This design comes from an exercise in tuning for small area on the open sky130 flow, not from production work. The RTL was checked by simulation tests, not by an equivalence proof against the original design.

v6:
// hart
module hart #(
    parameter RESET_ADDR = 32'h00000000
) (
    input  wire        i_clk,
    input  wire        i_rst,
    output wire [31:0] o_imem_raddr,
    input  wire [31:0] i_imem_rdata,
    output wire [31:0] o_dmem_addr,
    output wire        o_dmem_ren,
    output wire        o_dmem_wen,
    output wire [31:0] o_dmem_wdata,
    output wire [ 3:0] o_dmem_mask,
    input  wire [31:0] i_dmem_rdata,
    output wire        o_retire_valid,
    output wire [31:0] o_retire_inst,
    output wire        o_retire_trap,
    output wire        o_retire_halt,
    output wire [ 4:0] o_retire_rs1_raddr,
    output wire [ 4:0] o_retire_rs2_raddr,
    output wire [31:0] o_retire_rs1_rdata,
    output wire [31:0] o_retire_rs2_rdata,
    output wire [ 4:0] o_retire_rd_waddr,
    output wire [31:0] o_retire_rd_wdata,
    output wire [31:0] o_retire_dmem_addr,
    output wire [ 3:0] o_retire_dmem_mask,
    output wire        o_retire_dmem_ren,
    output wire        o_retire_dmem_wen,
    output wire [31:0] o_retire_dmem_rdata,
    output wire [31:0] o_retire_dmem_wdata,
    output wire [31:0] o_retire_pc,
    output wire [31:0] o_retire_next_pc
);
  reg [31:0] pc;           
  reg        rst_reg;      
  reg [31:0] f_pc;         
  reg [31:0] d_pc, d_ir;   
  reg        d_v, d_z;     
  reg [31:0] e_pc, e_ir, e_rs1, e_rs2;   
  reg        e_v, e_z;
  reg [31:0] m_pc, m_ir, m_rs1, m_rs2, m_res;   
  reg        m_v, m_rw;
  reg [31:0] w_pc, w_ir, w_rs1, w_rs2, w_res;   
  reg        w_v, w_rw;
  wire [6:0] w_op = w_ir[6:0];
  wire       w_ld = w_v & (w_op == 7'b0000011);
  wire       w_st = w_v & (w_op == 7'b0100011);
  wire [1:0] w_sz = w_ir[13:12];
  wire       w_byte = (w_sz == 2'b00);
  wire       w_half = (w_sz == 2'b01);
  wire       w_uns = w_ir[14];
  wire [1:0] w_a = w_res[1:0];
  wire [31:0] ld = i_dmem_rdata;
  wire       sgn = ~w_uns & (w_byte ? ld[7] : ld[15]);
  reg  [31:0] ld_ext;
  always @(*) begin
    if (w_byte) begin
      case (w_a)
        2'b00: ld_ext = {{24{sgn}}, ld[7:0]};
        2'b01: ld_ext = {{16{sgn}}, ld[7:0], 8'h00};
        2'b10: ld_ext = {{8{sgn}}, ld[7:0], 16'h0000};
        default: ld_ext = {ld[7:0], 24'h000000};
      endcase
    end else if (w_half) begin
      ld_ext = w_a[1] ? {{16{sgn}}, ld[31:16]} : {{16{sgn}}, ld[15:0]};
    end else begin
      ld_ext = ld;
    end
  end
  ...
export LEC_CHECK = 0
export CAP_MARGIN = 20
export CORE_MARGIN = 2
export CORE_UTILIZATION = 50
export SLEW_MARGIN = 20
create_clock -name core_clock -period 11.0 [get_ports {i_clk}]
standard.sh (not shown) runs the stock make flow with config.mk's settings and CLKGATE_MAP_FILE= SYNTH_SCRIPT=/design/flow/synth_recipe.tcl, a recipe that flattens the netlist after the stock synthesis.
==> flow/flow/run.sh <==
#!/bin/bash
# Layout flow: the standard ORFS flow (standard.sh, unchanged synthesis),
# with two knobs the ORFS scripts read from the environment:
#  - port buffers use the smallest buffer cell (every port is still buffered);
#  - clock tree synthesis uses clkbuf_4 in small sink clusters (about 8
#    flip-flops per leaf buffer) and no dummy loads.
set -euo pipefail
export BUFFER_PORTS_ARGS="-buffer_cell sky130_fd_sc_hd__buf_1"
export CTS_ARGS="-sink_clustering_enable -repair_clock_nets -dont_use_dummy_load -buf_list sky130_fd_sc_hd__clkbuf_4 -sink_clustering_size 8 -sink_clustering_max_diameter 50"
bash standard.sh > standard.log 2>&1
Input-level comparison between v7 and v6:
diff --git a/flow/design.v b/flow/design.v
--- a/flow/design.v
+++ b/flow/design.v
@@ -64,16 +64,16 @@
     end else if (w_half) begin
       ld_ext = w_a[1] ? {{16{sgn}}, ld[31:16]} : {{16{sgn}}, ld[15:0]};
     end else begin
       ld_ext = ld;
     end
   end
-  wire [31:0] wb_data = w_ld ? ld_ext : w_res;
+  wire [31:0] wb_data = ({32{w_ld & ~i_rst}} & ld_ext) | ({32{~w_ld & ~i_rst}} & w_res);
   wire [4:0]  w_rd = w_ir[11:7];
   reg [31:0] rf[1:31];
-  wire [31:0] rf_wd = i_rst ? 32'd0 : wb_data;
+  wire [31:0] rf_wd = wb_data;
   integer k;
   always @(posedge i_clk) begin
     for (k = 1; k < 32; k = k + 1)
       if (i_rst | (w_rw & (w_rd == k))) rf[k] <= rf_wd;
   end
   wire [4:0] d_rs1 = d_ir[19:15];
==> comparison <==
- v7 vs v6: clock buffer count in the final layout down slightly
- The lower register fraction of the total cell area came out of v6.
- Clock tree cell share of total cell area of v6 is on par with v7.
- For the register-to-register slack, v7 came in 80 ps lower than v6 did.
- v7: critical path depth is about 4.5% higher than what v6 reported.

port drivers added, routing unchanged:
The flow's constraints put no driver on any port. The routed layouts listed below were extracted and timed again, unchanged, in two steps.
Step 1: set_driving_cell puts a clkbuf_16 on i_clk and a buf_2 on each other input, an assumption about the parent block.
Step 2 also shifts input and output timing later by t, the mid clock arrival at the registers, as if the neighbouring blocks saw the same clock.
a / b / c = ideal / step 1 / step 2; a / b = the first two.
| run | t (ns) | slack for setup (ns) | worst data-port slew with drivers (ns) | pins driven straight from the clock port |
|---|---|---|---|---|
| v6 | 1.273 | 0.305 / 0.228 / 1.501 | 0.12 | 1 |
| v7 | 1.300 | 0.564 / 0.473 / 1.772 | 0.16 | 1 |
After both steps every run listed still meets setup and hold.
